What follows belongs to an exercise in optimizing a design on an open flow for small area and a short achievable clock period; a production flow would make more cautious choices.
At most, simulation tests tie the RTL to the original design; equivalence was not proved.
Function not checked in runs 3, 6 and 7: the RTL went through the layout flow alone.
Power is estimated from default activity; no workload was simulated.

**flow/run.sh**
```bash
#!/bin/bash
set -euo pipefail
export BUFFER_PORTS_ARGS="-buffer_cell sky130_fd_sc_hd__buf_2"
bash standard.sh ABC_LOAD_IN_FF=2 finish > standard_flow.log 2>&1
```
**standard.sh**
```bash
#!/bin/bash
# synth_recipe.tcl (not shown) runs the flow's synth.tcl, then flattens the netlist and writes it again
# the make line also repeats each setting of config.mk as NAME=value (left out here)
make -C /OpenROAD-flow-scripts/flow DESIGN_CONFIG=/design/flow/config.mk WORK_HOME=/design/flow/orfs CLKGATE_MAP_FILE= SYNTH_SCRIPT=/design/flow/synth_recipe.tcl "${@:-finish}"
```
**config.mk**
```make
export PLATFORM = sky130hd
export DESIGN_NAME = LDMAC
export DESIGN_NICKNAME = LDMAC
export VERILOG_FILES = /design/flow/design.v
export SDC_FILE = /design/flow/constraint.sdc
export NUM_CORES = 4
export LEC_CHECK = 0
export CAP_MARGIN = 20
export CORE_MARGIN = 2
export CORE_UTILIZATION = 40
export CTS_CLUSTER_DIAMETER = 150
export CTS_CLUSTER_SIZE = 25
export SETUP_SLACK_MARGIN = 3.0
export SLEW_MARGIN = 20
export SYNTH_HIERARCHICAL = 1
export TNS_END_PERCENT = 0
```
**constraint.sdc**
```tcl
create_clock -name core_clock -period 5.0 [get_ports {clk}]
set_input_delay 1.0000 -clock core_clock [delete_from_list [all_inputs] [get_ports {clk}]]
set_output_delay 1.0000 -clock core_clock [all_outputs]
set_load 0.01 [all_outputs]
```
**design.v**
```verilog
module Slice(A, B, din, rA, rD,
             nld, g,
             aD, aB, aR, aL, aA,
             bD, bB, bR, bA,
             a, an, bn);
input  A, B, din, rA, rD;
input  nld, g;
input  aD, aB, aR, aL, aA;
input  bD, bB, bR, bA;
output a, an, bn;
wire an1, an2, bn1, bn2;
assign a = ~(A & nld) ^ ~(din & g);
AOI222 u0(din, aD, B, aB, rA, aR, an1);
AOI22  u1(rD, aL, a, aA, an2);
assign an = ~(an1 & an2);
AOI22  u2(din, bD, B, bB, bn1);
AOI22  u3(rA, bR, a, bA, bn2);
assign bn = ~(bn1 & bn2);
endmodule
module AOI222(a1, a2, b1, b2, c1, c2, y);
input  a1, a2, b1, b2, c1, c2;
output y;
assign y = ~((a1 & a2) | (b1 & b2) | (c1 & c2));
endmodule
module AOI22(a1, a2, b1, b2, y);
input  a1, a2, b1, b2;
output y;
assign y = ~((a1 & a2) | (b1 & b2));
endmodule
module GS(a3,a2,a1,a0,
          b3,b2,b1,b0);
input  a3,a2,a1,a0;
output b3,b2,b1,b0;
wire t1 = a1 ^ (a0 & a2);
wire t0 = a0 ^ (t1 & a3);
wire t2 = a2 ^ (t0 | t1);
wire t3 = a3 ^ ~t2;
wire s1 = t1 ^ ~t3;
wire s2 = t2 ^ (t0 & s1);
assign b3 = t0;
assign b2 = s2;
assign b1 = s1;
assign b0 = t3;
endmodule
module RoundFunction(a,
                     ck,
                     rc,
                     b);
input [63:0] a;
input [31:0] ck;
input [5:0]  rc;
output[63:0] b;
wire [15:0] s [0:3];
wire [15:0] p [0:3];
genvar i, m;
generate
    for (i = 0; i < 16; i = i + 1) begin : g
        GS sb(a[4*i+3], a[4*i+2], a[4*i+1], a[4*i],
              s[3][i], s[2][i], s[1][i], s[0][i]);
        for (m = 0; m < 4; m = m + 1) begin : h
            assign p[m][4*((m-i+16)%4) + i/4] = s[m][i];
        end
        assign b[4*i]   = p[0][i] ^ ck[i];
        assign b[4*i+1] = p[1][i] ^ ck[16+i];
        assign b[4*i+2] = p[2][i];
        if (i < 6)
            assign b[4*i+3] = p[3][i] ^ rc[i];
        else if (i == 15)
            assign b[4*i+3] = ~p[3][i];
        else
            assign b[4*i+3] = p[3][i];
    end
endgenerate
endmodule
module LDMAC(clk,rst,
             load_s1,load_s2,
             load_k,
             load_m,
             din,
             dout,
             dout_valid,
             done);
input            clk,rst;
input            load_s1,load_s2;
output reg       load_k;
output reg       load_m;
input     [63:0] din;
output    [63:0] dout;
output reg       dout_valid;
output reg       done;
localparam [5:0] F12 = 6'd60;
localparam [5:0] F27 = 6'd5;
reg s2A;     
reg xph;     
reg sw;      
reg pf;      
reg pm;      
reg em;      
reg kb;      
reg kl;      
wire X1  = xph & ~s2A;
wire X2  = xph & s2A;
wire P1  = pm & ~s2A;
wire P2  = pm & s2A;
wire P1F = pf & ~s2A;
wire P2F = pf & s2A;
wire KA1 = kl & ~kb & ~s2A;
wire KA2 = kl & ~kb & s2A;
wire KB1 = kb & ~s2A;
wire KB2 = kb & s2A;
wire E1  = em & ~kb & ~s2A;
wire E2  = em & ~kb & s2A;
wire E1F = sw & ~xph & ~pf & ~s2A;
wire E2F = sw & ~xph & ~pf & s2A;
reg [2:0] blok;
wire bu  = (blok == 3'd7);
wire [5:0] rc;
wire t12 = (r == F12);
wire t27 = (r == F27);
wire lfsr_clr = X2 | KA1 | KA2 | P1F | P2F | E1F | E2F;
wire nX1  = ~rst & (P2F | E2F) | rst;
wire nX2  = ~rst & X1;
wire nP1  = ~rst & ((X2 & ~bu) | (P1 & ~t12));
wire nP1F = ~rst & P1 & t12;
wire nP2  = ~rst & (P1F | (P2 & ~t12));
wire nP2F = ~rst & P2 & t12;
wire nKA1 = ~rst & X2 & bu;
wire nKB1 = ~rst & KA1;
wire nE1  = ~rst & (KB1 | (E1 & ~t27));
wire nE1F = ~rst & E1 & t27;
wire nKA2 = ~rst & E1F;
wire nKB2 = ~rst & KA2;
wire nE2  = ~rst & (KB2 | (E2 & ~t27));
wire nE2F = ~rst & E2 & t27;
always @(posedge clk) begin
    s2A <= nX2 | nP2 | nP2F | nKA2 | nKB2 | nE2 | nE2F;
    xph <= nX1 | nX2;
    sw  <= nX1 | nX2 | nP1F | nP2F | nE1F | nE2F;
    pf  <= nP1F | nP2F;
    pm  <= nP1 | nP2;
    em  <= nKB1 | nKB2 | nE1 | nE2;
    kb  <= nKB1 | nKB2;
    kl  <= nKA1 | nKB1 | nKA2 | nKB2;
end
always @(posedge clk) begin
    dout_valid <= ~rst & (E1 | E2) & t27;
    done       <= ~rst & E2 & t27;
    load_k     <= ~rst & ((X2 & bu) | KA1 | E1F | KA2);
    load_m     <= X2;
    blok       <= rst ? 3'd0 : blok + {2'd0, X2};
end
reg [5:0] r;
assign rc = {r[4:0], ~(r[5] ^ r[4])};
always @(posedge clk) begin
    r <= lfsr_clr ? 6'd0 : rc;
end
reg  [127:0] k;
wire [127:0] kuo;
assign kuo = {k[17:16], k[31:18], k[11:0], k[15:12], k[127:32]};
always @(posedge clk) begin
    if (kl) k <= {k[63:0], din};
    else                       k <= kuo;
end
wire [31:0] kw  = kb ? din[31:0] : k[63:32];
wire [31:0] ck;
assign ck[15:0]  = {16{~em}} | kw[15:0];
assign ck[31:16] = {16{em}} & kw[31:16];
wire sel2 = s2A & ~rst;
wire ldc  = sel2 ? load_s2 : load_s1;              
wire ldo  = sel2 ? load_s1 : load_s2;              
wire nrst = ~rst;
reg  [63:0] A, B;
wire [63:0] a, an, bn, rA, rD;
wire aD = nrst & sw & ldo;                         
wire aB = nrst & sw & ~ldo;                        
wire aR = nrst & (em | pm) & ~ldc;                 
wire aL = nrst & em & ldc;                         
wire aA = ~(aD | aB | aR | aL);                    
wire bA = nrst & sw & (~pf | ldc);                 
wire bR = nrst & pf & ~ldc;                        
wire bD = (rst | ~sw) & ldo;                       
wire bB = (rst | ~sw) & ~ldo;                      
RoundFunction rf0(A,   ck, rc, rA);
RoundFunction rf1(din, ck, rc, rD);
genvar i;
generate
    for (i = 0; i < 64; i = i + 1) begin : g_bit
        Slice sl(A[i], B[i], din[i], rA[i], rD[i],
                 ~ldc, ldc | rst | xph,
                 aD, aB, aR, aL, aA,
                 bD, bB, bR, bA,
                 a[i], an[i], bn[i]);
    end
endgenerate
always @(posedge clk) begin
    A <= an;
    B <= bn;
end
assign dout = A;
endmodule
```
==> run notes, run 1 <==
* Htree depth at 1
* Status: no timing/DRC/antenna violations
* Clk pwr share at 0.102
* Worst vdd ir at 0.260 mV
* Setup TNS at 0 ps
* Final cell count without fillers at 2442
* Kind of critical path: in2reg
* Sw frac at 0.442
* Final worst-path cycle share at 0.432
* Router iterations before antenna repair at 11
* Crit path max fanout at 12
* Cts bufs inserted at 15
* Syn nets at 1790
* #FFs+latches synth at 277
* CP endpoint kind: flop
* Final Skew at 32.4 ps
* Reg-to-reg critical path endpoint: A[13]
* Flop2flop setup slack at 2920 ps
* Average size of a mapped cell at 9.19 um^2
* GRT Residual Overflow at 0
* Pin count of the biggest net entering global routing at 69
* Sequential power share at 0.341
* Synth cell types at 44
* Port Buffers at 135
* Max-Cap Viols at 0
* Net count, final at 1996
* CTS tree: built
* Chip height at 203 um
* Crit path required time at 5450 ps
* Endpoints failing setup at 0
* P_sw at 5.73 mW
* Internal Dissipation at 7.24 mW
* Vias in the first global route at 14051
* First-pass GRT wire length at 90700 um
* Max clock buf depth at 3
* Min Clock Period, post-route at 2160 ps
* Initial antenna violation count at 0
* Hold buffers post-CTS at 0
* Post-synth EDFFs at 0
* Combinational Power Share at 0.557
* Startpoint Class: input port
* Fmax at 463 MHz
* Share of cells above drive strength 1 at 0.244
* Drt wl/cell at 25.2 um
* Clock latency on the worst-skew pair at 510 ps
* TritonCTS sink count at 277
* Final ANT Viol Nets at 0
* Placement Rows at 72
* DR vias at 15110
* Final wirelength at 61600 um
* Unrepaired setup endpoints after global routing: true
* Antenna diode instance count at 0
* RR Startpoint: em
* Die width at 203 um
* Drt drc at 0
* Ys flop type: dfxtp_1
* RD Place Congestion at 0.810
* Leak Pwr at 7.76 nW
* Synth warn at 8
* Worst EP arrival at 2610 ps
* Final setup margin at 2840 ps
* Max-slew violations at 0
* Place WS at 1290 ps
* Register area share after synthesis at 0.351
* Worst Hold Class: reg2reg
* CTS root buf: clkbuf_16
* DPL Wire Length at 34300 um
* Die footprint at 41100 um^2
* Hold Vio Cnt, Final at 0
* CTS clk-pin slew, worst paths at 100 ps
* Critical Path End: B[54]
* Post-Synthesis Cells at 1718
* Worst-Margin Slew at 978 ps
* Async SR Flop Fraction at 0
* Min-Delay Path Depth at 1
* Initial Utilization at 0.407
* Power per cell area at 689 nW/um^2
* Core area at 38800 um^2
* Worst reg-to-reg path cell count at 8
* Relative slew slack at 0.348
* Hold_sp: k[74]
* Cells after DPL at 2315
* GRT Overall Usage at 0.289
* Via density at 6.19
* Post-synthesis cell area at 15800 um^2
* Area growth from synthesis to layout at 19.2%
* # IOs at 136
* Crit path launch: rst
* Initial detailed-routing violation count at 2097
## power groups by stage
stage / logic, mW / clock network, mW / registers [mW]
finish: 7.22 / 1.33 / 4.42
global route: 7.74 / 1.43 / 4.55
detailed placement: 5.62 / 0 / 4.78
floorplan: 4.42 / 0 / 4.24
CTS: 7.04 / 1.35 / 4.41
global placement: 5.50 / 0 / 4.74
## flip-flops by register name, indices dropped and copies added (netlist names), 3 cells and up
register  count
B            64
k           128
A            64
blok          3
r             6
## cell type report
class                      count  area, um^2
fill                        3700       20000
sequential                   277        5800
clock inverter                 1        30.0
tap                          518         648
clock buffer                  16         379
timing repair buffer         261        2120
multi-input combinational   1362        9820
inverter                       7        26.3
## worst max-delay path: stages
cell,delay [ps]
buf_12,110
nand2b_4,160
mux2i_4,220
buf_4,200
buf_4,150
a21oi_4,500
a22oi_1,140
nand2_1,110
## metal layers
layer  track usage  share of wire
met1         0.387           0.41
met3        0.0539           0.10
met4         0.106          0.039
met2         0.464           0.45
met5             0              0
## timing repair
action,in CTS,in global routing
hold endpoints to repair,0,0
endpoints found under the setup margin,263,257
buffers inserted,94,0
pin swaps,5,1
gates resized for setup,194,6
cloned,15,1
## through the flow
step	hold WS [ps]	utilization	power, mW	area (um^2)
2_1_floorplan	410	-	8.66	15900
3_3_place_gp	412	0.432	10.2	16800
3_5_place_dp	420	0.432	10.4	16800
4_1_cts	443	0.483	12.8	18800
5_1_grt	456	0.485	13.7	18800
6_report	440	0.485	13.0	18800
## cell usage in the layout (no fill, tap or decap), types with 12 or more instances in the layout
cell type,n
nor2_1,35
buf_6,15
a21oi_1,66
nand3_1,33
buf_4,88
mux2_1,31
nand3b_1,32
a222oi_1,64
buf_2,129
a22oi_1,186
nor2b_1,21
clkbuf_16,16
mux2_2,97
dfxtp_1,209
nand2_1,341
o211ai_1,32
o21ai_0,33
xnor2_1,97
mux2i_1,96
dfxtp_4,66
xor2_1,139
buf_16,12
## worst min-delay path by stage
stage,end
6_report,k[42]
5_1_grt,k[38]
4_1_cts,k[38]
3_5_place_dp,k[38]
3_3_place_gp,k[55]
2_1_floorplan,k[32]
## synth_stat cells, types with 21 or more instances
library cell  count  area, um^2
nand2_1         341        1280
dfxtp_1         277        5550
o211ai_1         32         240
mux2_1           31         349
nor2_1           37         139
a22oi_1         192        1440
a222oi_1         64         641
nand3b_1         32         240
xnor2_1          97         850
xor2_1          140        1230
nand3_1          33         165
mux2i_1          97         971
buf_6            32         360
o21ai_0          34         170
mux2_2           97        1090
a21oi_1          68         340
nor2b_1          21         131
## cell families (layout without fill, tap and decap cells)
kind of cell | after synthesis | after routing | share of synthesized area
simple gates | 490 | 490 | 0.134
mux | 225 | 225 | 0.153
xor+xnor | 237 | 237 | 0.131
flops | 277 | 277 | 0.351
compound gates | 403 | 406 | 0.187
buf+inv | 82 | 285 | 0.0406
fa+ha+maj | 4 | 4 | 0.00317
## per-module statistics from Yosys, one instance, submodules excluded
module | times used | cells inside | flip-flops and latches | cell area (um^2)
AOI22 | 192 | 1 | 0 | 7.51
AOI222 | 64 | 1 | 0 | 10.0
GS | 32 | 15 | 0 | 104
LDMAC | 1 | 566 | 277 | 8060
RoundFunction | 2 | 48 | 0 | 404
Slice | 64 | 5 | 0 | 23.8
==> inputs of run 2 (changes only) <==
--- a/config.mk
+++ b/config.mk
@@ -9,6 +9,6 @@
 export CORE_MARGIN = 2
 export CORE_UTILIZATION = 40
-export CTS_CLUSTER_DIAMETER = 150
-export CTS_CLUSTER_SIZE = 25
+export CTS_CLUSTER_DIAMETER = 100
+export CTS_CLUSTER_SIZE = 20
 export SETUP_SLACK_MARGIN = 3.0
 export SLEW_MARGIN = 20
==> run notes, run 2 <==
* Final ANT Viol Nets at 0 (unchanged)
* Synth warn at 8 (unchanged)
* Power per cell area at 685 nW/um^2 (-0.57%)
* CTS root buf: clkbuf_16
* Drt drc at 0 (unchanged)
* Overall Power at 12.6 mW (-3.1%)
* Top post-synthesis cells by count: 341 x nand2_1, 277 x dfxtp_1, 192 x a22oi_1, 140 x xor2_1
* Initial detailed-routing violation count at 2045 (-2.5%)
* Status: no timing/DRC/antenna violations
* # IOs at 136 (unchanged)
* Post-synth EDFFs at 0 (unchanged)
* Htree depth at 1 (unchanged)
* Initial antenna violation count at 1 (+1)
* Largest regs: k x128, A x64, B x64
* Critical-path top delay cell: dfxtp_1
* Cell taking the most area after synthesis: dfxtp_1
* CTS clk-pin slew, worst paths at 90 ps (about the same)
* Fill cell count at 3717 (+0.46%)
* Worst Hold Class: reg2reg
* #FFs+latches synth at 277 (unchanged)
* First-pass GRT wire length at 86500 um (-4.7%)
* Share of cells above drive strength 1 at 0.225 (-0.0184)
* Startpoint Class: flop
* Top-area cell type share of the netlist area at 0.351 (unchanged)
* Final worst-path cycle share at 0.436 (+0.00366)
* Kind of critical path: reg2reg
* Via density at 6.16 (-0.50%)
* Fmax at 459 MHz (-0.84%)
* RR Startpoint: sw
* Crit path launch: sw
* Die width at 203 um (unchanged)
* Cell Chain, Critical Path: nand2b_2 > a21oi_4 > buf_8 > a222oi_1 > nand2_1
* Async SR Flop Fraction at 0 (unchanged)
* Synth top area cells: dfxtp_1 35%, a22oi_1 9.1%, nand2_1 8.1%
* Worst EP arrival at 2650 ps (+40 ps)
* Clock latency on the worst-skew pair at 530 ps (+20 ps)
* Min Clock Period, post-route at 2180 ps (+18.3 ps)
* Synth cell types at 44 (unchanged)
* Router iterations before antenna repair at 13 (+2)
* Place WS at 1290 ps (unchanged)
* Relative slew slack at 0.328 (-0.0196)
* Chip height at 203 um (unchanged)
* GRT Overall Usage at 0.274 (-0.0149)
* DR vias at 14696 (-2.7%)
* Largest register by flop count: k
* Area growth from synthesis to layout at 16.2%
* Most frequent cells in the layout: 341 x nand2_1, 210 x dfxtp_1, 178 x a22oi_1
* Initial Utilization at 0.407 (unchanged)
* Port Buffers at 135 (unchanged)
* Max reg flops at 128 (unchanged)
* Die footprint at 41100 um^2 (unchanged)
* Max-slew violations at 0 (unchanged)
* Hold Vio Cnt, Final at 0 (unchanged)
* CP endpoint kind: flop
* CTS tree: built
* Vias in the first global route at 13470 (-4.1%)
* Max-Cap Viols at 0 (unchanged)
* Worst vdd ir at 0.250 mV (-4.0%)
* Drt wl/cell at 25.1 um (-0.56%)
* RD Place Congestion at 0.810 (unchanged)
* Endpoints failing setup at 0 (unchanged)
* Leak Pwr at 7.48 nW (-3.7%)
* Crit path max fanout at 64 (+52)
* Net count, final at 1939 (-2.9%)
* Max clock buf depth at 3 (unchanged)
* Commonest non-fill, non-tap cell in the layout: nand2_1
* GRT Residual Overflow at 0 (unchanged)
* Unrepaired setup endpoints after global routing: true
* Final core utilization at 0.473 (-0.0122)
* Average size of a mapped cell at 9.19 um^2 (unchanged)
* Cts bufs inserted at 17 (+2)
* Final wirelength at 59800 um (-2.8%)
* CP max stage delay at 680 ps (+180 ps)
* Syn nets at 1790 (unchanged)
* Ys flop type: dfxtp_1
* Crit path required time at 5470 ps (+20 ps)
* Post-synthesis cell area at 15800 um^2 (unchanged)
* Hold_sp: k[125]
* TritonCTS sink count at 277 (unchanged)
* Most common cell in the netlist: nand2_1
* WP buf/inv at 1 (-2)
* DPL Wire Length at 34300 um (unchanged)
* Pin count of the biggest net entering global routing at 69 (unchanged)
* Setup TNS at 0 ps (unchanged)
* Post-Synthesis Cells at 1718 (unchanged)
* Worst-Margin Slew at 1010 ps (+29.4 ps)
* Final setup margin at 2820 ps (-18.3 ps)
* Crit-path leading delay family: flip-flops
* Placement Rows at 72 (unchanged)
* Core area at 38800 um^2 (unchanged)
* Register area share after synthesis at 0.351 (unchanged)
* Final Skew at 22.2 ps (-10.2 ps)
==> run 2: layout make-up <==
cell class	count	area, um^2	area share
antenna	1	2.50	0.000136
multi-input combinational	1362	9870	0.538
clock inverter	2	13.8	0.000750
clock buffer	18	429	0.0234
sequential	277	5750	0.313
inverter	7	26.3	0.00143
timing repair buffer	202	1610	0.0878
tap	518	648	0.0353
==> run 2: cells by family (layout without fill, tap and decap cells) <==
group                      after synthesis  in the layout  synth area share
AOI/OAI and AO/OA                      403            406             0.187
other                                    0              1                 0
and+or+nand+nor                        490            490             0.134
xor gates and xnor gates               237            237             0.131
buffers and inverters                   82            229            0.0406
muxes                                  225            225             0.153
DFF                                    277            277             0.351
adders and majority gates                4              4           0.00317
==> run 2: timing repair <==
| item | in CTS | in global routing |
|---|---|---|
| cloned | 9 | 7 |
| hold buffers | 0 | 0 |
| resized for setup | 150 | 27 |
| endpoints found under the setup margin | 262 | 257 |
| buffers inserted | 28 | 7 |
| pin swaps | 4 | 5 |
==> run 2: per-layer routing <==
layer / global-route usage / up-vias / share of wire / routed length [um]
met5: 0 / - / 0 / 0
met4: 0.106 / 0 / 0.044 / 2610
met3: 0.0544 / 149 / 0.10 / 6050
met2: 0.432 / 828 / 0.45 / 26700
met1: 0.369 / 7132 / 0.41 / 24500
li1: - / 6587 / - / -
==> run 2: worst paths after layout <==
| check | slack [ps] | cells past startpoint | to |
|---|---|---|---|
| max reg2reg | 2820 | 5 | A[36] |
| max | 2820 | 5 | A[36] |
| min | 430 | 1 | k[93] |
| min reg2reg | 430 | 1 | k[93] |
==> run 2: where the power goes <==
part / switching [mW] / internal, mW / leakage, nW
combinational: 3.55 / 2.82 / 4.91
clock: 0.790 / 0.619 / 0.219
sequential: 1.26 / 3.53 / 2.35
==> run 2: stage by stage <==
stage                     hold WS [ps]  area, um^2  cells
after CTS                          435       18000   2372
after detailed placement           420       16800   2315
after global placement             412       16800   2315
final                              431       18300   2387
after floorplan                    410       15900   1718
after global routing               446       18300   2386
==> run 2: modules after synthesis (local to each module, per instance) <==
module         times used  cell area [um^2]
AOI22                 192              7.51
AOI222                 64              10.0
GS                     32               104
LDMAC                   1              8060
RoundFunction           2               404
Slice                  64              23.8
==> inputs of run 3 (changes only) <==
--- a/design.v
+++ b/design.v
@@ -159,6 +159,8 @@
 assign kuo = {k[17:16], k[31:18], k[11:0], k[15:12], k[127:32]};
 always @(posedge clk) begin
-    if (kl) k <= {k[63:0], din};
-    else                       k <= kuo;
+    if (kl) k[63:0] <= din;
+    else    k[63:0] <= kuo[63:0];
+    if (kb) k[127:64] <= k[63:0];
+    else    k[127:64] <= kuo[127:64];
 end
 wire [31:0] kw  = kb ? din[31:0] : k[63:32];
==> run notes, run 3 <==
* GRT Overall Usage at 0.275 (+0.00101)
* Initial antenna violation count at 1 (unchanged)
* DPL Wire Length at 34600 um (+0.83%)
* Final core utilization at 0.473 (+0.000481)
* Share of cells above drive strength 1 at 0.239 (+0.0139)
* Synth cell types at 41 (-6.8%)
* Largest register by flop count: k
* Htree depth at 1 (unchanged)
* Top post-synthesis cells by count: 345 x nand2_1, 277 x dfxtp_1, 192 x a22oi_1, 140 x xor2_1, 125 x mux2_2
* Hold Vio Cnt, Final at 0 (unchanged)
* Vias in the first global route at 13759 (+2.1%)
* Async SR Flop Fraction at 0 (unchanged)
* Syn nets at 1792 (+0.11%)
* Worst Hold Class: reg2reg
* Final wirelength at 60400 um (+0.98%)
* Max-Cap Viols at 0 (unchanged)
* # IOs at 136 (unchanged)
* Initial detailed-routing violation count at 1846 (-9.7%)
* Kind of critical path: in2reg
* Cell taking the most area after synthesis: dfxtp_1
* Fmax at 458 MHz (-0.23%)
* Clock latency on the worst-skew pair at 520 ps (about the same)
* Post-synthesis cell area at 15900 um^2 (+0.44%)
* Worst EP arrival at 2580 ps (-70 ps)
* Worst-Margin Slew at 829 ps (-178 ps)
* Commonest non-fill, non-tap cell in the layout: nand2_1
* Via density at 6.12 (-0.55%)
* Core area at 38900 um^2 (+0.23%)
* Final Skew at 20.4 ps (-1.74 ps)
* Cts bufs inserted at 18 (+1)
* Most common cell in the netlist: nand2_1
* Initial Utilization at 0.408 (+0.000859)
* Die width at 203 um (+0.22%)
* Drt wl/cell at 25.3 um (+0.81%)
* Leak Pwr at 7.51 nW (+0.48%)
* CTS clk-pin slew, worst paths at 80 ps (about the same)
* Critical-path top delay cell: mux2i_4
* Router iterations before antenna repair at 9 (-4)
* Placement Rows at 72 (unchanged)
* Post-Synthesis Cells at 1720 (+0.12%)
* Drt drc at 0 (unchanged)
* Most frequent cells in the layout: 344 x nand2_1, 209 x dfxtp_1, 184 x a22oi_1
* #FFs+latches synth at 277 (unchanged)
* CP dominant cell by count: buf_12
* Final worst-path cycle share at 0.437 (+0.00102)
* Crit path required time at 5400 ps (-70 ps)
* Chip height at 203 um (+0.22%)
* TritonCTS sink count at 277 (unchanged)
* Port Buffers at 135 (unchanged)
* Max clock buf depth at 3 (unchanged)
* Startpoint Class: input port
* CP endpoint kind: flop
* Relative slew slack at 0.447 (+0.119)
* First-pass GRT wire length at 87500 um (+1.2%)
* Placed Area at 16800 um^2 (+0.16%)
* Largest regs: k x128, A x64, B x64
* Ys flop type: dfxtp_1
* CTS tree: built
* Synth top area cells: dfxtp_1 35%, a22oi_1 9.1%, mux2_2 8.9%
* Register area share after synthesis at 0.349 (-0.00155)
* Area growth from synthesis to layout at 16.0%
* Post-synth EDFFs at 0 (unchanged)
* RD Place Congestion at 0.820 (+1.2%)
* Pin count of the biggest net entering global routing at 65 (-5.8%)
* Final ANT Viol Nets at 0 (unchanged)
* Status: no timing/DRC/antenna violations
* Hold Slack at 459 ps (+27.8 ps)
* DR vias at 14640 (-0.38%)
* Top-area cell type share of the netlist area at 0.349 (-0.00155)
* Cell Chain, Critical Path: buf_16 > nor2b_4 > mux2i_4 > buf_12 > buf_12 > a31oi_4 > clkbuf_16 > a22oi_1 > nand2_1
* Worst vdd ir at 0.219 mV (-12%)
* Synth warn at 8 (unchanged)
* Average size of a mapped cell at 9.22 um^2 (+0.33%)
* Net count, final at 1941 (+0.10%)
* Max reg flops at 128 (unchanged)
* Fill cell count at 3780 (+1.7%)
* Max-slew violations at 0 (unchanged)
* Endpoints failing setup at 0 (unchanged)
* Final instance area at 18400 um^2 (+0.33%)
* Power per cell area at 593 nW/um^2 (-13%)
* Setup TNS at 0 ps (unchanged)
* Crit path max fanout at 16 (-75%)
* Min Clock Period, post-route at 2180 ps (+5.10 ps)
* GRT Residual Overflow at 0 (unchanged)
* Die footprint at 41300 um^2 (+0.43%)
* CTS root buf: clkbuf_16
* Unrepaired setup endpoints after global routing: true
* CP max stage delay at 300 ps (-380 ps)
* Overall Power at 10.9 mW (-13%)
==> run 3: changes by cell type after synthesis, moves of 2 or more <==
cell	before	now
a31oi_1	1	4
buf_2	17	9
buf_6	32	40
clkbuf_1	7	5
mux2_1	31	0
mux2_2	97	125
mux2_4	0	3
nand2_1	341	345
nand2b_1	6	4
nand4_1	0	2
nor2b_1	21	19
nor3_1	2	4
or3_1	2	0
==> run 3: layout make-up <==
class                   count  area (um^2)  share of cell area
flip-flops and latches    277         5730               0.311
clock buffers              21          493              0.0268
multi-input cells        1364         9820               0.533
clock inverters             2         27.5             0.00150
repair buffers            200         1660              0.0900
well taps                 518          648              0.0352
inverters                   8         33.8             0.00183
diodes                      1         2.50            0.000136
==> run 3: routing by layer <==
metal  share of wire  track usage  up-vias
met3           0.093       0.0425      149
met4           0.039       0.0998        0
li1                -            -     6595
met2            0.45        0.440      814
met1            0.42        0.376     7082
met5               0            0        -
==> run 3: modules after synthesis (local to each module, per instance) <==
module | flip-flops and latches | cells | times used | cell area [um^2]
AOI22 | 0 | 1 | 192 | 7.51
AOI222 | 0 | 1 | 64 | 10.0
GS | 0 | 15 | 32 | 104
LDMAC | 277 | 568 | 1 | 8130
RoundFunction | 0 | 48 | 2 | 404
Slice | 0 | 5 | 64 | 23.8
==> run 3: kinds of logic (layout without fill, tap and decap cells) <==
kind of cell,after synthesis,count (layout),share of synthesized area
simple gates,494,495,0.136
mux,225,225,0.153
xor+xnor,237,237,0.131
buf+inv,82,231,0.0438
flops,277,277,0.349
other cells,0,1,0
fa+ha+maj,4,4,0.00315
compound gates,401,403,0.184
==> run 3: through the flow <==
| step | cells | setup WS [ps] |
|---|---|---|
| after floorplan | 1720 | 1600 |
| after global placement | 2319 | 1610 |
| after detailed placement | 2319 | 1530 |
| after CTS | 2379 | 2870 |
| after global routing | 2391 | 2770 |
| final | 2391 | 2820 |
==> run 3: what timing repair did <==
| item | CTS | global route |
|---|---|---|
| hold buffers | 0 | 0 |
| endpoints found under the hold margin | 0 | 0 |
| setup buffers | 28 | 6 |
| endpoints found under the setup margin | 192 | 192 |
| pin swaps | 3 | 3 |
| resized for setup | 151 | 18 |
| cloned | 9 | 5 |
==> run 3: path summary, 6_finish.rpt <==
kind | from | end | slack [ps] | depth (start not counted)
worst min-delay path | k[117] | k[85] | 460 | 1
worst max register to register | s2A | A[22] | 2830 | 8
worst max-delay path | rst | A[22] | 2820 | 9
worst min register to register | k[117] | k[85] | 460 | 1
==> run 3: report_power, final <==
| part | total, mW | switching, mW | internal [mW] |
|---|---|---|---|
| Combinational | 4.92 | 2.70 | 2.22 |
| Clock | 1.52 | 0.814 | 0.709 |
| Sequential | 4.48 | 1.13 | 3.35 |
| Total | 10.9 | 4.64 | 6.28 |
==> run 3: critical path: cells and delay by family <==
kind	cells	cell delay (ps)
AO/OA/AOI/OAI	2	350
buffers and inverters	4	700
AND/OR/NAND/NOR	2	220
multiplexers	1	300
==> inputs of run 4 (changes only) <==
--- a/design.v
+++ b/design.v
@@ -32,44 +32,9 @@
 input  a3,a2,a1,a0;
 output b3,b2,b1,b0;
-wire t1 = a1 ^ (a0 & a2);
-wire t0 = a0 ^ (t1 & a3);
-wire t2 = a2 ^ (t0 | t1);
-wire t3 = a3 ^ ~t2;
-wire s1 = t1 ^ ~t3;
-wire s2 = t2 ^ (t0 & s1);
-assign b3 = t0;
-assign b2 = s2;
-assign b1 = s1;
-assign b0 = t3;
-endmodule
-module RoundFunction(a,
-                     ck,
-                     rc,
-                     b);
-input [63:0] a;
-input [31:0] ck;
-input [5:0]  rc;
-output[63:0] b;
-wire [15:0] s [0:3];
-wire [15:0] p [0:3];
-genvar i, m;
-generate
-    for (i = 0; i < 16; i = i + 1) begin : g
-        GS sb(a[4*i+3], a[4*i+2], a[4*i+1], a[4*i],
-              s[3][i], s[2][i], s[1][i], s[0][i]);
-        for (m = 0; m < 4; m = m + 1) begin : h
-            assign p[m][4*((m-i+16)%4) + i/4] = s[m][i];
-        end
-        assign b[4*i]   = p[0][i] ^ ck[i];
-        assign b[4*i+1] = p[1][i] ^ ck[16+i];
-        assign b[4*i+2] = p[2][i];
-        if (i < 6)
-            assign b[4*i+3] = p[3][i] ^ rc[i];
-        else if (i == 15)
-            assign b[4*i+3] = ~p[3][i];
-        else
-            assign b[4*i+3] = p[3][i];
-    end
-endgenerate
+wire x23 = a2 ^ a3;
+assign b0 = ~(a0 | a1) ^ x23;
+assign b1 = (a0 & ~(a1 ^ a2)) ^ x23;
+assign b2 = a1 ^ a2 ^ (a3 & (a0 ^ (a1 & ~a2)));
+assign b3 = a0 ^ (a3 & (a1 ^ (a0 & a2)));
 endmodule
 module LDMAC(clk,rst,
@@ -183,7 +148,28 @@
 wire bD = (rst | ~sw) & ldo;                       
 wire bB = (rst | ~sw) & ~ldo;                      
-RoundFunction rf0(A,   ck, rc, rA);
-RoundFunction rf1(din, ck, rc, rD);
-genvar i;
+wire [63:0] pA, pD;
+genvar i, m;
+generate
+    for (i = 0; i < 16; i = i + 1) begin : g_sb
+        wire [3:0] sa, sd;
+        GS sbA(A[4*i+3],   A[4*i+2],   A[4*i+1],   A[4*i],   sa[3], sa[2], sa[1], sa[0]);
+        GS sbD(din[4*i+3], din[4*i+2], din[4*i+1], din[4*i], sd[3], sd[2], sd[1], sd[0]);
+        for (m = 0; m < 4; m = m + 1) begin : g_pm
+            assign pA[4*(4*((m-i+16)%4) + i/4) + m] = sa[m];
+            assign pD[4*(4*((m-i+16)%4) + i/4) + m] = sd[m];
+        end
+    end
+endgenerate
+wire [63:0] cv;
+generate
+    for (i = 0; i < 16; i = i + 1) begin : g_cv
+        assign cv[4*i]   = ck[i];
+        assign cv[4*i+1] = ck[16+i];
+        assign cv[4*i+2] = 1'b0;
+        assign cv[4*i+3] = (i < 6) ? rc[i] : (i == 15);
+    end
+endgenerate
+assign rA = pA ^ cv;
+assign rD = pD ^ cv;
 generate
     for (i = 0; i < 64; i = i + 1) begin : g_bit
--- a/config.mk
+++ b/config.mk
@@ -8,5 +8,5 @@
 export CAP_MARGIN = 20
 export CORE_MARGIN = 2
-export CORE_UTILIZATION = 40
+export CORE_UTILIZATION = 50
 export CTS_CLUSTER_DIAMETER = 100
 export CTS_CLUSTER_SIZE = 20
==> run notes, run 4 <==
* Htree depth at 1 (unchanged)
* Kind of critical path: in2reg
* Overall Power at 13.1 mW (+20%)
* Cell taking the most area after synthesis: dfxtp_1
* RD Place Congestion at 0.823 (+0.48%)
* DPL Wire Length at 32600 um (-5.8%)
* Router iterations before antenna repair at 8 (-1)
* Max clock buf depth at 3 (unchanged)
* Clk pwr share at 0.107 (-0.032)
* Port Buffers at 135 (unchanged)
* CTS clk-pin slew, worst paths at 90 ps (about the same)
* Worst Hold Class: reg2reg
* Post-synthesis cell area at 15400 um^2 (-2.9%)
* TritonCTS sink count at 277 (unchanged)
* Register area share after synthesis at 0.360 (+0.0103)
* # IOs at 136 (unchanged)
* Max-Cap Viols at 0 (unchanged)
* CP endpoint kind: flop
* Fill cell count at 2649 (-30%)
* Area growth from synthesis to layout at 20.6%
* Ys flop type: dfxtp_1
* Top post-synthesis cells by count: 356 x nand2_1, 277 x dfxtp_1, 202 x xor2_1, 192 x a22oi_1, 104 x mux2_2
* Final instance area at 18600 um^2 (+0.92%)
* Crit path max fanout at 64 (+48)
* Worst vdd ir at 0.350 mV (+60%)
* CP dominant cell by count: buf_12
* P_sw at 5.85 mW (+26%)
* Worst-Margin Slew at 1070 ps (+243 ps)
* Largest family of logic cells by synthesized area: compound AO/OA/AOI/OAI gates
* Post-Synth Adder-Cell Area at 0.0292 (+0.0261)
* Global-route met3 utilization at 0.0502 (+0.00774)
* Endpoints failing setup at 0 (unchanged)
* Synth warn at 7 (-1)
* Share of cells above drive strength 1 at 0.246 (+0.00714)
* Post-synthesis mux area share at 0.140 (-0.0131)
* Cell Chain, Critical Path: buf_12 > buf_4 > nand2b_2 > a21oi_4 > buf_12 > a222oi_1 > nand2_1
* Startpoint Class: input port
* Initial detailed-routing violation count at 1972 (+6.8%)
* Final wirelength at 58600 um (-3.1%)
* Final worst-path cycle share at 0.426 (-0.0109)
* Grt met1 use at 0.458 (+0.0820)
* Largest regs: k x128, A x64, B x64
* Worst EP arrival at 2570 ps (about the same)
* Min Clock Period, post-route at 2130 ps (-54.4 ps)
* Sw frac at 0.448 (+0.0234)
* Fmax at 470 MHz (+2.6%)
* Status: no timing/DRC/antenna violations
* Clock latency on the worst-skew pair at 510 ps (about the same)
* Antenna diode instance count at 0 (-1)
* Grt met2 use at 0.530 (+0.0900)
* Commonest non-fill, non-tap cell in the layout: nand2_1
* Max reg flops at 128 (unchanged)
* GRT Residual Overflow at 0 (unchanged)
* Most common cell in the netlist: nand2_1
* Post-Synthesis Cells at 1635 (-4.9%)
* WP buf/inv at 3 (-1)
* Drt wl/cell at 26.3 um (+3.9%)
* Top Usage Layer GRT: met2
* Chip height at 180 um (-12%)
* Pin count of the biggest net entering global routing at 68 (+4.6%)
* Synth top area cells: dfxtp_1 36%, xor2_1 11%, a22oi_1 9.4%
* Final Skew at 15.8 ps (-4.60 ps)
* Placed Area at 16700 um^2 (-0.47%)
* Top-area cell type share of the netlist area at 0.360 (+0.0103)
* Vias in the first global route at 13318 (-3.2%)
* Async SR Flop Fraction at 0 (unchanged)
* Drt drc at 0 (unchanged)
* Die footprint at 32200 um^2 (-22%)
* CP max stage delay at 340 ps (+40 ps)
* Final ANT Viol Nets at 0 (unchanged)
* Hold Vio Cnt, Final at 0 (unchanged)
* Core area at 30500 um^2 (-22%)
* Die width at 180 um (-12%)
* Sequential power share at 0.349 (-0.061)
* Final core utilization at 0.609 (+0.136)
* GRT Overall Usage at 0.337 (+0.0615)
* Power per cell area at 702 nW/um^2 (+18%)
* Initial antenna violation count at 0 (-1)
* Average size of a mapped cell at 9.43 um^2 (+2.2%)
* Unrepaired setup endpoints after global routing: true
* Relative slew slack at 0.285 (-0.162)
* Internal Dissipation at 7.20 mW (+15%)
* Max-slew violations at 0 (unchanged)
* Cts bufs inserted at 17 (-1)
* Crit path required time at 5440 ps (+40 ps)
* First-pass GRT wire length at 83600 um (-4.4%)
* CTS tree: built
* Crit-path leading delay family: buffers and inverters
* Setup TNS at 0 ps (unchanged)
* Critical-path top delay cell: nand2b_2
* Leak Pwr at 7.89 nW (+5.1%)
* Largest register by flop count: k
* Xor-xnor portion of the synthesized cell area at 0.171 (+0.0402)
* Net count, final at 1938 (-0.15%)
* Synth Area in Simple Gates at 0.110 (-0.0267)
* Synth cell types at 45 (+9.8%)
* DR vias at 14287 (-2.4%)
* Syn nets at 1739 (-3.0%)
* Post-synth EDFFs at 0 (unchanged)
* #FFs+latches synth at 277 (unchanged)
* CTS root buf: clkbuf_16
* Initial Utilization at 0.505 (+0.0974)
* Most frequent cells in the layout: 355 x nand2_1, 210 x dfxtp_1, 198 x xor2_1
* Via density at 6.41 (+4.6%)
* Placement Rows at 64 (-11%)
* Post-synthesis compound-gate area fraction at 0.173 (-0.0106)
* Combinational Power Share at 0.544 (+0.093)
run 4: cell types whose count changed in the layout (fill, tap and decap cells not counted), sizes merged, moves of 11 or more:
cell,delta
mux2i,-80
xor2,+62
a21oi,-61
mux2,+48
a22o,+32
ha,+32
nand3b,-32
o211ai,-32
nand3,-31
inv,+30
nor2b,-14
nand2,+11
run 4: worst reg2reg max path, stage by stage, from the launching register on:
cell,delay (ps)
dfxtp_4,460
buf_8,290
mux2i_1,400
nand2_1,170
xor2_1,210
a222oi_1,360
nand2_1,80
run 4: final timing paths:
check	startpoint	to	slack (ps)	cells after the start
max	rst	A[27]	2870	7
min	k[105]	k[73]	440	1
max reg2reg	kb	A[52]	2920	6
min reg2reg	k[105]	k[73]	440	1
run 4: area by class of cell:
type	instances	area, um^2	share of cell area
Sequential cell	277	5680	0.306
Inverter	38	143	0.00768
Clock buffer	18	429	0.0231
Clock inverter	1	5.00	0.000269
Tap cell	396	495	0.0267
Multi-Input combinational cell	1301	10000	0.539
Timing Repair Buffer	199	1810	0.0975
run 4: per-layer routing:
metal  share of wire  vias up
met5               0        -
met4           0.052        0
met3            0.10      175
met2            0.44      889
met1            0.40     6896
li1                -     6327
run 4: power groups by stage:
| stage | clock, mW | sequential (mW) | combinational (mW) |
|---|---|---|---|
| 6_report | 1.40 | 4.55 | 7.10 |
| 5_1_grt | 1.47 | 4.68 | 7.57 |
| 4_1_cts | 1.40 | 4.51 | 6.71 |
| 3_5_place_dp | 0 | 4.47 | 6.23 |
| 3_3_place_gp | 0 | 4.45 | 6.13 |
| 2_1_floorplan | 0 | 4.20 | 4.45 |
run 4: what timing repair did:
action | 4_1_cts | 5_1_grt
buffers inserted | 22 | 3
pin swaps | 6 | 6
cloned | 15 | 11
resized for setup | 140 | 49
setup endpoints to repair | 192 | 192
hold buffers | 0 | 0
run 4: cells by family (layout without fill, tap and decap cells):
kind of cell	count (synthesis)	count (layout)
simple gates	426	430
compound gates	339	341
xor+xnor	301	301
flops	277	277
mux	193	193
buf+inv	63	256
fa+ha+maj	36	36
run 4: per-module statistics from Yosys, one instance, submodules excluded:
module	flops+latches	cell area (um^2)	cells inside	copies in the design
LDMAC	277	8720	643	1
AOI22	0	7.51	1	192
GS	0	96.3	13	32
Slice	0	23.8	5	64
AOI222	0	10.0	1	64
run 4: per-stage QoR:
stage | std cells | hold WS, ps | worst slack (ps)
floorplan | 1635 | 410 | 1370
global route | 2230 | 455 | 2860
detailed placement | 2160 | 418 | 1330
CTS | 2216 | 436 | 2920
finish | 2230 | 437 | 2870
global placement | 2160 | 416 | 1380
==> inputs of run 5 (changes only) <==
--- a/config.mk
+++ b/config.mk
@@ -8,5 +8,5 @@
 export CAP_MARGIN = 20
 export CORE_MARGIN = 2
-export CORE_UTILIZATION = 50
+export CORE_UTILIZATION = 40
 export CTS_CLUSTER_DIAMETER = 100
 export CTS_CLUSTER_SIZE = 20
==> run notes, run 5 <==
* Synth cell types at 45 (unchanged)
* Sequential power share at 0.358 (+0.009)
* Hold Vio Cnt, Final at 0 (unchanged)
* Xor-xnor portion of the synthesized cell area at 0.171 (unchanged)
* TritonCTS sink count at 277 (unchanged)
* Fmax at 470 MHz (about the same)
* Reg-to-reg critical path endpoint: A[60]
* Max-slew violations at 0 (unchanged)
* Final wirelength at 57000 um (-2.6%)
* Top post-synthesis cells by count: 356 x nand2_1, 277 x dfxtp_1, 202 x xor2_1, 192 x a22oi_1, 104 x mux2_2
* Crit path max fanout at 8 (-88%)
* Max reg flops at 128 (unchanged)
* Drt drc at 0 (unchanged)
* Worst-Margin Slew at 1010 ps (-64.2 ps)
* Combinational Power Share at 0.532 (-0.012)
* Worst Hold Class: reg2reg
* Startpoint Class: input port
* Core area at 37800 um^2 (+24%)
* Average size of a mapped cell at 9.43 um^2 (unchanged)
* Post-Synth Adder-Cell Area at 0.0292 (unchanged)
* Setup TNS at 0 ps (unchanged)
* Port Buffers at 135 (unchanged)
* RD Place Congestion at 0.828 (+0.52%)
* Unrepaired setup endpoints after global routing: true
* Chip height at 200 um (+12%)
* Placed Area at 16900 um^2 (+0.91%)
* Sw frac at 0.446 (-0.00198)
* Final instance area at 18300 um^2 (-1.6%)
* P_sw at 5.69 mW (-2.7%)
* Relative slew slack at 0.328 (+0.0428)
* Post-Synthesis Cells at 1635 (unchanged)
* Die width at 200 um (+12%)
* Vias in the first global route at 13394 (+0.57%)
* Final Skew at 11.8 ps (-4.03 ps)
* Synth warn at 7 (unchanged)
* Via density at 5.98 (-6.7%)
* Initial antenna violation count at 1 (+1)
* GRT Residual Overflow at 0 (unchanged)
* Min Clock Period, post-route at 2130 ps (-1.02 ps)
* Clock latency on the worst-skew pair at 510 ps (about the same)
* Most frequent cells in the layout: 355 x nand2_1, 211 x dfxtp_1, 200 x xor2_1
* DR vias at 13962 (-2.3%)
* #FFs+latches synth at 277 (unchanged)
* Max-Cap Viols at 0 (unchanged)
* RR Startpoint: kb
* CTS tree: built
* Clk pwr share at 0.110 (+0.003)
* Htree depth at 1 (unchanged)
* Synth Area in Simple Gates at 0.110 (unchanged)
* Die footprint at 40100 um^2 (+24%)
* Cell taking the most area after synthesis: dfxtp_1
* Post-synthesis mux area share at 0.140 (unchanged)
* Share of cells above drive strength 1 at 0.224 (-0.0228)
* Syn nets at 1739 (unchanged)
* Final ANT Viol Nets at 0 (unchanged)
* Largest regs: k x128, A x64, B x64
* Ys flop type: dfxtp_1
* Internal Dissipation at 7.06 mW (-1.9%)
* Endpoints failing setup at 0 (unchanged)
* Post-synthesis cell area at 15400 um^2 (unchanged)
* # IOs at 136 (unchanged)
* Placement Rows at 71 (+11%)
* Flop2flop setup slack at 2980 ps (+60 ps)
* Worst EP arrival at 2520 ps (-50 ps)
* Final worst-path cycle share at 0.426 (about the same)
* Largest family of logic cells by synthesized area: compound AO/OA/AOI/OAI gates
* Area growth from synthesis to layout at 18.7%
* Crit path launch: rst
* CTS root buf: clkbuf_16
* DPL Wire Length at 34000 um (+4.2%)
* Commonest non-fill, non-tap cell in the layout: nand2_1
* Worst reg-to-reg path cell count at 6 (unchanged)
* Async SR Flop Fraction at 0 (unchanged)
* Kind of critical path: in2reg
* Post-synthesis compound-gate area fraction at 0.173 (unchanged)
* Final core utilization at 0.483 (-0.126)
* GRT Overall Usage at 0.269 (-0.0682)
* Net count, final at 1927 (-0.57%)
* Largest register by flop count: k
* Initial Utilization at 0.407 (-0.0979)
* Top-area cell type share of the netlist area at 0.360 (unchanged)
* Synth top area cells: dfxtp_1 36%, xor2_1 11%, a22oi_1 9.4%
* Leak Pwr at 7.76 nW (-1.7%)
* Power per cell area at 698 nW/um^2 (-0.70%)
* Register area share after synthesis at 0.360 (unchanged)
* Drt wl/cell at 24.4 um (-7.0%)
* First-pass GRT wire length at 83700 um (+0.14%)
* Initial detailed-routing violation count at 1731 (-12%)
* Max clock buf depth at 3 (unchanged)
* Status: no timing/DRC/antenna violations
* CTS clk-pin slew, worst paths at 90 ps (about the same)
* Pin count of the biggest net entering global routing at 68 (unchanged)
* Critical Path End: A[29]
* Worst vdd ir at 0.348 mV (-0.43%)
* Post-synth EDFFs at 0 (unchanged)
* Router iterations before antenna repair at 8 (unchanged)
* Crit path required time at 5400 ps (-40 ps)
* Most common cell in the netlist: nand2_1
* Cts bufs inserted at 17 (unchanged)
* CP endpoint kind: flop
==> run 5: cell counts after synthesis <==
Identical to the previous run, type by type.
==> run 5: worst min-delay path by stage <==
stage	from	end	cells after the start
floorplan	k[100]	k[68]	1
global placement	k[102]	k[70]	1
detailed placement	k[109]	k[77]	1
CTS	k[103]	k[71]	1
global route	k[103]	k[71]	1
finish	k[103]	k[71]	1
==> run 5: through the flow <==
stage               hold slack, ps  power [mW]  setup WS, ps  instances
finish                         424        12.8          2870       2336
global route                   432        13.5          2850       2335
CTS                            428        12.6          2870       2325
detailed placement             420        10.8          1400       2276
global placement               414        10.6          1530       2276
floorplan                      410        8.65          1370       1635
==> run 5: critical path, cell delays in order <==
cell and delay [ps]:
buf_16 100, nand2b_4 140, mux2i_4 300, buf_12 160, buf_12 140, clkbuf_16 200
nand2_1 70, xor2_1 150, a22oi_1 180, nand2_1 70
==> run 5: what timing repair did <==
item,4_1_cts,5_1_grt
resized for setup,127,16
buffers inserted,22,5
hold buffers,0,0
pin swaps,4,13
cloned,7,5
endpoints found under the setup margin,192,192
==> run 5: routing by layer <==
metal	global-route usage	vias up	wire (um)
li1	-	6286	-
met1	0.359	6830	23800
met2	0.441	724	26300
met3	0.0428	120	5010
met4	0.0905	2	1900
met5	0	-	13
==> run 5: final cells by class <==
class                   count  area, um^2
diodes                      1        2.50
flip-flops and latches    277        5650
well taps                 511         639
repair buffers            191        1590
fillers                  3629       19600
inverters                  38         143
clock buffers              20         447
multi-input cells        1298        9810
==> run 5: cell families after synthesis <==
logic type | count (synthesis)
xor+xnor | 301
fa+ha+maj | 36
buf+inv | 63
simple gates | 426
mux | 193
flops | 277
compound gates | 339
==> run 5: Yosys stat by module (local to each module, per instance) <==
module,cells,area [um^2]
AOI22,1,7.51
AOI222,1,10.0
GS,13,96.3
Slice,5,23.8
LDMAC,643,8720
==> run 5: power by group through the flow <==
stage	registers (mW)	logic, mW	clock network (mW)
final	4.56	6.78	1.41
after global routing	4.70	7.30	1.50
after CTS	4.54	6.59	1.43
after detailed placement	4.49	6.27	0
after global placement	4.47	6.15	0
after floorplan	4.20	4.45	0
==> inputs of run 6 (changes only) <==
--- a/design.v
+++ b/design.v
@@ -64,4 +64,7 @@
 reg kb;      
 reg kl;      
+reg ef;      
+reg rp;      
+reg sx;      
 wire X1  = xph & ~s2A;
 wire X2  = xph & s2A;
@@ -76,6 +79,6 @@
 wire E1  = em & ~kb & ~s2A;
 wire E2  = em & ~kb & s2A;
-wire E1F = sw & ~xph & ~pf & ~s2A;
-wire E2F = sw & ~xph & ~pf & s2A;
+wire E1F = ef & ~s2A;
+wire E2F = ef & s2A;
 reg [2:0] blok;
 wire bu  = (blok == 3'd7);
@@ -107,4 +110,7 @@
     kb  <= nKB1 | nKB2;
     kl  <= nKA1 | nKB1 | nKA2 | nKB2;
+    ef  <= nE1F | nE2F;
+    rp  <= nP1 | nP2 | nKB1 | nKB2 | nE1 | nE2;
+    sx  <= nX1 | nX2 | nE1F | nE2F;
 end
 always @(posedge clk) begin
@@ -141,8 +147,8 @@
 wire aD = nrst & sw & ldo;                         
 wire aB = nrst & sw & ~ldo;                        
-wire aR = nrst & (em | pm) & ~ldc;                 
+wire aR = nrst & rp & ~ldc;                        
 wire aL = nrst & em & ldc;                         
 wire aA = ~(aD | aB | aR | aL);                    
-wire bA = nrst & sw & (~pf | ldc);                 
+wire bA = nrst & (sx | (pf & ldc));                 
 wire bR = nrst & pf & ~ldc;                        
 wire bD = (rst | ~sw) & ldo;                       
==> run notes, run 6 <==
* Leak Pwr at 7.85 nW (+1.3%)
* Min Clock Period, post-route at 2170 ps (+43.3 ps)
* Post-synthesis compound-gate area fraction at 0.170 (-0.00286)
* CTS tree: built
* Final instance area at 18400 um^2 (+0.42%)
* Final core utilization at 0.477 (-0.00581)
* Drt wl/cell at 24.4 um (about the same)
* Register area share after synthesis at 0.361 (+0.00161)
* Final worst-path cycle share at 0.434 (+0.00867)
* Max-slew violations at 0 (unchanged)
* Placed Area at 16900 um^2 (+0.40%)
* Max reg flops at 128 (unchanged)
* Combinational Power Share at 0.407 (-0.125)
* Clock latency on the worst-skew pair at 520 ps (about the same)
* Htree depth at 1 (unchanged)
* Syn nets at 1750 (+0.63%)
* GRT Residual Overflow at 0 (unchanged)
* Worst vdd ir at 0.228 mV (-35%)
* Chip height at 201 um (+0.31%)
* Die width at 201 um (+0.31%)
* TritonCTS sink count at 280 (+1.1%)
* Endpoints failing setup at 0 (unchanged)
* Synth top area cells: dfxtp_1 36%, mux2_2 12%, xor2_1 11%
* Port Buffers at 135 (unchanged)
* Vias in the first global route at 13391 (-0.022%)
* Post-Synth Adder-Cell Area at 0.0290 (-0.000184)
* Core area at 38500 um^2 (+1.6%)
* Crit path required time at 5470 ps (+70 ps)
* Power per cell area at 433 nW/um^2 (-38%)
* Pin count of the biggest net entering global routing at 65 (-4.4%)
* Worst Hold Class: reg2reg
* Sequential power share at 0.404 (+0.046)
* CP endpoint kind: flop
* Largest family of logic cells by synthesized area: compound AO/OA/AOI/OAI gates
* Largest regs: k x128, A x64, B x64
* Post-synthesis mux area share at 0.140 (+0.000331)
* Startpoint Class: input port
* Crit path max fanout at 8 (unchanged)
* RD Place Congestion at 0.854 (+3.2%)
* DPL Wire Length at 34800 um (+2.4%)
* First-pass GRT wire length at 84200 um (+0.59%)
* Drt drc at 0 (unchanged)
* Fmax at 460 MHz (-2.0%)
* Status: no timing/DRC/antenna violations
* Die footprint at 40400 um^2 (+0.62%)
* Clk pwr share at 0.188 (+0.078)
* GRT Overall Usage at 0.270 (+0.00178)
* Post-synth EDFFs at 0 (unchanged)
* Via density at 5.92 (-1.0%)
* DR vias at 13999 (+0.27%)
* Average size of a mapped cell at 9.42 um^2 (about the same)
* Setup TNS at 0 ps (unchanged)
* Relative slew slack at 0.471 (+0.143)
* Commonest non-fill, non-tap cell in the layout: nand2_1
* Initial detailed-routing violation count at 1627 (-6.0%)
* Hold Slack at 457 ps (+32.8 ps)
* Synth cell types at 41 (-8.9%)
* Router iterations before antenna repair at 9 (+1)
* #FFs+latches synth at 280 (+1.1%)
* Internal Dissipation at 4.73 mW (-33%)
* Most frequent cells in the layout: 359 x nand2_1, 216 x dfxtp_1, 201 x xor2_1
* Worst-Margin Slew at 794 ps (-214 ps)
* Kind of critical path: in2reg
* Async SR Flop Fraction at 0 (unchanged)
* Area growth from synthesis to layout at 18.4%
* # IOs at 136 (unchanged)
* Post-synthesis cell area at 15500 um^2 (+0.63%)
* Top post-synthesis cells by count: 359 x nand2_1, 280 x dfxtp_1, 202 x xor2_1, 192 x a22oi_1, 170 x mux2_2
* Unrepaired setup endpoints after global routing: true
* Post-Synthesis Cells at 1646 (+0.67%)
* Largest register by flop count: k
* Final wirelength at 57800 um (+1.3%)
* Ys flop type: dfxtp_1
* Initial Utilization at 0.403 (-0.00406)
* Most common cell in the netlist: nand2_1
* Worst EP arrival at 2640 ps (+120 ps)
* Final ANT Viol Nets at 0 (unchanged)
* Max clock buf depth at 3 (unchanged)
* Placement Rows at 72 (+1.4%)
* Cts bufs inserted at 18 (+1)
* CTS clk-pin slew, worst paths at 90 ps (about the same)
* Final Skew at 19.8 ps (+7.97 ps)
* Synth Area in Simple Gates at 0.110 (+0.000440)
* Top-area cell type share of the netlist area at 0.361 (+0.00161)
* Net count, final at 1947 (+1.0%)
* Sw frac at 0.406 (-0.0405)
* Synth warn at 7 (unchanged)
* Initial antenna violation count at 1 (unchanged)
* Max-Cap Viols at 0 (unchanged)
* Hold Vio Cnt, Final at 0 (unchanged)
* Cell taking the most area after synthesis: dfxtp_1
* CTS root buf: clkbuf_16
* P_sw at 3.23 mW (-43%)
* Share of cells above drive strength 1 at 0.268 (+0.0445)
* Xor-xnor portion of the synthesized cell area at 0.170 (-0.00108)
## run 6: area by class of cell
type                       count  area, um^2
inverter                      41         158
antenna                        2        5.00
multi-input combinational   1307        9850
timing repair buffer         195        1510
tap                          518         648
clock buffer                  20         479
fill                        3682       20100
clock inverter                 3        25.0
sequential                   280        5690
## run 6: stage by stage
step	setup slack, ps	power (mW)	instances
final	2830	7.96	2366
after global routing	2820	8.37	2365
after CTS	2830	7.87	2344
after detailed placement	1470	6.23	2295
after global placement	1520	6.16	2295
after floorplan	1370	5.13	1646
## run 6: timing repair
action	4_1_cts	5_1_grt
cloned	10	5
setup buffers	16	15
resized for setup	88	36
setup endpoints to repair	222	230
hold buffers	0	0
pin swaps	12	4
## run 6: metal layers
| metal | wire [um] | vias up | GRT usage |
|---|---|---|---|
| li1 | - | 6352 | - |
| met1 | 23900 | 6863 | 0.353 |
| met2 | 27000 | 663 | 0.448 |
| met3 | 4460 | 121 | 0.0416 |
| met4 | 2360 | 0 | 0.108 |
| met5 | 0 | - | 0 |
## run 6: critical path: stages
cell and delay [ps]:
buf_12 110, nor2b_4 140, mux2i_4 280, mux2_4 330
o21ai_4 220, buf_6 180, clkbuf_16 200, a22oi_1 90
nand2_1 90
## run 6: path summary, 6_finish.rpt
path / cells after the start / end / from / slack (ps)
max reg2reg: 8 / A[24] / s2A / 2920
min: 1 / k[42] / k[74] / 460
min reg2reg: 1 / k[42] / k[74] / 460
max: 9 / A[24] / rst / 2830
## run 6: logic make-up after synthesis
logic type | count (synthesis)
fa+ha+maj | 36
buf+inv | 65
xor+xnor | 301
flops | 280
mux | 194
simple gates | 431
compound gates | 339
## run 6: power by group through the flow
stage                     Clock, mW  Combinational (mW)  Sequential, mW
after detailed placement          0                3.02            3.21
after global placement            0                2.97            3.19
after global routing           1.60                3.50            3.28
after floorplan                   0                2.04            3.09
final                          1.50                3.24            3.22
after CTS                      1.52                3.14            3.20
## run 6: per-module statistics from Yosys, one instance, submodules excluded
module	cell area (um^2)	cells	flip-flops and latches
AOI222	10.0	1	0
LDMAC	8820	654	280
Slice	23.8	5	0
GS	96.3	13	0
AOI22	7.51	1	0
==> inputs of run 7 (changes only) <==
--- a/design.v
+++ b/design.v
@@ -1,14 +1,14 @@
 module Slice(A, B, din, rA, rD,
-             nld, g,
+             dx,
              aD, aB, aR, aL, aA,
              bD, bB, bR, bA,
              a, an, bn);
 input  A, B, din, rA, rD;
-input  nld, g;
+input  dx;
 input  aD, aB, aR, aL, aA;
 input  bD, bB, bR, bA;
 output a, an, bn;
 wire an1, an2, bn1, bn2;
-assign a = ~(A & nld) ^ ~(din & g);
+assign a = A ^ (din & dx);
 AOI222 u0(din, aD, B, aB, rA, aR, an1);
 AOI22  u1(rD, aL, a, aA, an2);
@@ -64,7 +64,4 @@
 reg kb;      
 reg kl;      
-reg ef;      
-reg rp;      
-reg sx;      
 wire X1  = xph & ~s2A;
 wire X2  = xph & s2A;
@@ -79,6 +76,6 @@
 wire E1  = em & ~kb & ~s2A;
 wire E2  = em & ~kb & s2A;
-wire E1F = ef & ~s2A;
-wire E2F = ef & s2A;
+wire E1F = sw & ~xph & ~pf & ~s2A;
+wire E2F = sw & ~xph & ~pf & s2A;
 reg [2:0] blok;
 wire bu  = (blok == 3'd7);
@@ -110,7 +107,4 @@
     kb  <= nKB1 | nKB2;
     kl  <= nKA1 | nKB1 | nKA2 | nKB2;
-    ef  <= nE1F | nE2F;
-    rp  <= nP1 | nP2 | nKB1 | nKB2 | nE1 | nE2;
-    sx  <= nX1 | nX2 | nE1F | nE2F;
 end
 always @(posedge clk) begin
@@ -145,12 +139,14 @@
 reg  [63:0] A, B;
 wire [63:0] a, an, bn, rA, rD;
-wire aD = nrst & sw & ldo;                         
+wire ka = kl & ~kb;                                
+wire dx = rst | xph;                               
+wire aD = rst ? ldc : ((sw & ldo) | ((pm | ka) & ldc));    
 wire aB = nrst & sw & ~ldo;                        
-wire aR = nrst & rp & ~ldc;                        
+wire aR = nrst & (em | pm) & ~ldc;                 
 wire aL = nrst & em & ldc;                         
 wire aA = ~(aD | aB | aR | aL);                    
-wire bA = nrst & (sx | (pf & ldc));                 
+wire bD = (nrst & sw) ? ldc : ldo;                 
+wire bA = nrst & sw & ~pf & ~ldc;                  
 wire bR = nrst & pf & ~ldc;                        
-wire bD = (rst | ~sw) & ldo;                       
 wire bB = (rst | ~sw) & ~ldo;                      
 wire [63:0] pA, pD;
@@ -181,5 +177,5 @@
     for (i = 0; i < 64; i = i + 1) begin : g_bit
         Slice sl(A[i], B[i], din[i], rA[i], rD[i],
-                 ~ldc, ldc | rst | xph,
+                 dx,
                  aD, aB, aR, aL, aA,
                  bD, bB, bR, bA,
==> run notes, run 7 <==
* Status: no timing/DRC/antenna violations
* Endpoints failing setup at 0 (unchanged)
* Drt wl/cell at 23.8 um (-2.4%)
* RD Place Congestion at 0.812 (-4.9%)
* Net count, final at 1846 (-5.2%)
* Router iterations before antenna repair at 8 (-1)
* GRT Residual Overflow at 0 (unchanged)
* Ys flop type: dfxtp_1
* Initial antenna violation count at 2 (+1)
* Top post-synthesis cells by count: 280 x nand2_1, 277 x dfxtp_1, 192 x a22oi_1, 165 x mux2_2, 163 x xnor2_1
* RR Startpoint: s2A
* Syn nets at 1675 (-4.3%)
* Max-Cap Viols at 0 (unchanged)
* Hold Path End: k[62]
* Post-synthesis cell area at 15400 um^2 (-0.84%)
* Synth top area cells: dfxtp_1 36%, mux2_2 12%, a22oi_1 9.4%
* Startpoint Class: input port
* CTS tree: built
* Worst Hold Class: reg2reg
* Hold Vio Cnt, Final at 0 (unchanged)
* Hold_sp: k[94]
* Clock latency on the worst-skew pair at 510 ps (about the same)
* Most frequent cells in the layout: 280 x nand2_1, 217 x dfxtp_1, 192 x a22oi_1
* GRT Overall Usage at 0.263 (-0.00721)
* CTS root buf: clkbuf_16
* # IOs at 136 (unchanged)
* Share of cells above drive strength 1 at 0.263 (-0.00466)
* Hold buffers post-CTS at 0 (unchanged)
* Relative slew slack at 0.302 (-0.168)
* Synth cell types at 42 (+2.4%)
* DR vias at 13337 (-4.7%)
* Final worst-path cycle share at 0.452 (+0.0174)
* Max-slew violations at 0 (unchanged)
* DPL Wire Length at 32900 um (-5.5%)
* Final ANT Viol Nets at 0 (unchanged)
* Worst EP arrival at 2630 ps (about the same)
* Internal Dissipation at 6.46 mW (+37%)
* Cell taking the most area after synthesis: dfxtp_1
* Largest regs: k x128, A x64, B x64
* Max clock buf depth at 3 (unchanged)
* Setup TNS at 0 ps (unchanged)
* Crit path required time at 5370 ps (-100 ps)
* Vias in the first global route at 12641 (-5.6%)
* Most common cell in the netlist: nand2_1
* Register area share after synthesis at 0.361 (-0.000847)
* Crit path launch: rst
* Post-Synthesis Cells at 1571 (-4.6%)
* Unrepaired setup endpoints after global routing: true
* CP endpoint kind: flop
* CTS clk-pin slew, worst paths at 90 ps (about the same)
* Worst vdd ir at 0.405 mV (+78%)
* Core area at 37800 um^2 (-1.9%)
* Min Clock Period, post-route at 2260 ps (+86.8 ps)
* TritonCTS sink count at 277 (-1.1%)
* Final Skew at 22.1 ps (+2.32 ps)
* Max reg flops at 128 (unchanged)
* Htree depth at 1 (unchanged)
* Flop2flop setup slack at 2800 ps (-120 ps)
* Power per cell area at 638 nW/um^2 (+47%)
* Commonest non-fill, non-tap cell in the layout: nand2_1
* Crit path max fanout at 8 (unchanged)
* #FFs+latches synth at 277 (-1.1%)
* Chip height at 200 um (-0.41%)
* Via density at 5.92 (about the same)
* Die footprint at 40000 um^2 (-0.82%)
* Async SR Flop Fraction at 0 (unchanged)
* Reg-to-reg critical path endpoint: A[22]
* Antenna diode instance count at 0 (-2)
* Average size of a mapped cell at 9.79 um^2 (+3.9%)
* Initial detailed-routing violation count at 1538 (-5.5%)
* Placement Rows at 71 (-1.4%)
* Kind of critical path: in2reg
* Port Buffers at 135 (unchanged)
* Clk pwr share at 0.122 (-0.066)
* Combinational Power Share at 0.495 (+0.088)
* Area growth from synthesis to layout at 14.9%
* First-pass GRT wire length at 79700 um (-5.4%)
* Fill cell count at 3632 (-1.4%)
* Synth warn at 7 (unchanged)
* Largest register by flop count: k
* Top-area cell type share of the netlist area at 0.361 (-0.000847)
* Drt drc at 0 (unchanged)
* Final wirelength at 53700 um (-7.1%)
* Die width at 200 um (-0.41%)
* Min-Delay Path Depth at 1 (unchanged)
* Sw frac at 0.427 (+0.0210)
* Post-synth EDFFs at 0 (unchanged)
* Cts bufs inserted at 17 (-1)
* Sequential power share at 0.383 (-0.021)
* P_sw at 4.81 mW (+49%)
* Hold Slack at 450 ps (-7.10 ps)
* Worst-Margin Slew at 1050 ps (+253 ps)
* Fmax at 443 MHz (-3.8%)
* Worst reg-to-reg path cell count at 7 (-1)
* Pin count of the biggest net entering global routing at 68 (+4.6%)
* Initial Utilization at 0.407 (+0.00416)
* Leak Pwr at 7.34 nW (-6.5%)
run 7: kinds of logic (layout without fill, tap and decap cells):
kind of cell             after synthesis  in the layout  share of synthesized area
multiplexers                         194            194                      0.144
AND/OR/NAND/NOR                      364            365                      0.102
XOR/XNOR                             301            301                      0.171
buffers and inverters                 65            234                     0.0231
flip-flops                           277            277                      0.361
adder cells (fa/ha/maj)               36             36                     0.0293
AO/OA/AOI/OAI                        334            335                      0.170
run 7: power by group through the flow:
stage / Combinational [mW] / Sequential, mW / Clock, mW
finish: 5.58 / 4.32 / 1.37
global route: 6.02 / 4.45 / 1.47
CTS: 5.50 / 4.31 / 1.41
detailed placement: 5.34 / 4.28 / 0
global placement: 5.25 / 4.26 / 0
floorplan: 3.84 / 4.02 / 0
run 7: worst max-delay path, stage by stage:
cell	delay [ps]
buf_16	110
nor2b_4	140
mux2i_4	360
o22ai_4	210
buf_4	190
buf_12	150
a222oi_1	360
nand2_1	100
run 7: modules after synthesis (local to each module, per instance):
module / cells / cell area, um^2
AOI222: 1 / 10.0
GS: 13 / 96.3
Slice: 4 / 20.0
AOI22: 1 / 7.51
LDMAC: 643 / 8930
run 7: how the worst max path moves through the flow:
stage,cells after the start,slack [ps],end
finish,8,2740,A[22]
global route,8,2710,A[36]
CTS,7,2840,A[22]
detailed placement,7,1640,B[42]
global placement,7,1700,B[43]
floorplan,6,1720,B[0]
run 7: timing repair:
item	CTS	global route
pin swaps	5	4
setup buffers	16	5
cloned	6	1
resized for setup	93	2
endpoints found under the setup margin	192	192
run 7: cell type report:
type / count / area [um^2] / share of cell area
inverters: 39 / 150 / 0.00850
flip-flops and latches: 277 / 5640 / 0.319
clock buffers: 18 / 429 / 0.0243
clock inverters: 1 / 5.00 / 0.000283
well taps: 511 / 639 / 0.0362
repair buffers: 176 / 1220 / 0.0693
multi-input cells: 1231 / 9590 / 0.542
run 7: per-layer routing:
layer	track usage	vias up	wire, um
met5	0	-	7
met4	0.0760	2	1370
met3	0.0324	78	4640
met2	0.420	656	24600
met1	0.373	6535	23100
li1	-	6066	-
run 7: through the flow:
| stage | utilization | cells | total power [mW] | worst slack (ps) | cell area, um^2 |
|---|---|---|---|---|---|
| 6_report | 0.468 | 2253 | 11.3 | 2740 | 17700 |
| 5_1_grt | 0.468 | 2253 | 11.9 | 2710 | 17700 |
| 4_1_cts | 0.466 | 2247 | 11.2 | 2840 | 17600 |
| 3_5_place_dp | 0.442 | 2206 | 9.62 | 1640 | 16700 |
| 3_3_place_gp | 0.442 | 2206 | 9.50 | 1700 | 16700 |
| 2_1_floorplan | - | 1571 | 7.86 | 1720 | 15400 |

==> static timing again, ports no longer ideal <==
The flow's constraints put no driver on any port. The routed layouts listed below were extracted and timed again, unchanged, in two steps. Step 1: set_driving_cell puts a clkbuf_16 on clk and a buf_2 on each other input, an assumption about the parent block. Step 2 also shifts input and output timing later by t, the mid clock arrival at the registers, as if the neighbouring blocks saw the same clock. a / b / c = ideal / step 1 / step 2; a / b = the first two.
run | shift t [ns] | setup WS [ns]
run 1 | 0.547 | 2.840 / 2.840 / 2.293
run 2 | 0.570 | 2.821 / 2.820 / 2.272
run 3 | 0.568 | 2.816 / 2.786 / 2.218
run 4 | 0.551 | 2.871 / 2.859 / 2.327
run 5 | 0.552 | 2.872 / 2.834 / 2.282
run 6 | 0.565 | 2.828 / 2.804 / 2.271
run 7 | 0.554 | 2.742 / 2.736 / 2.182
After both steps setup and hold are still met in every run listed.
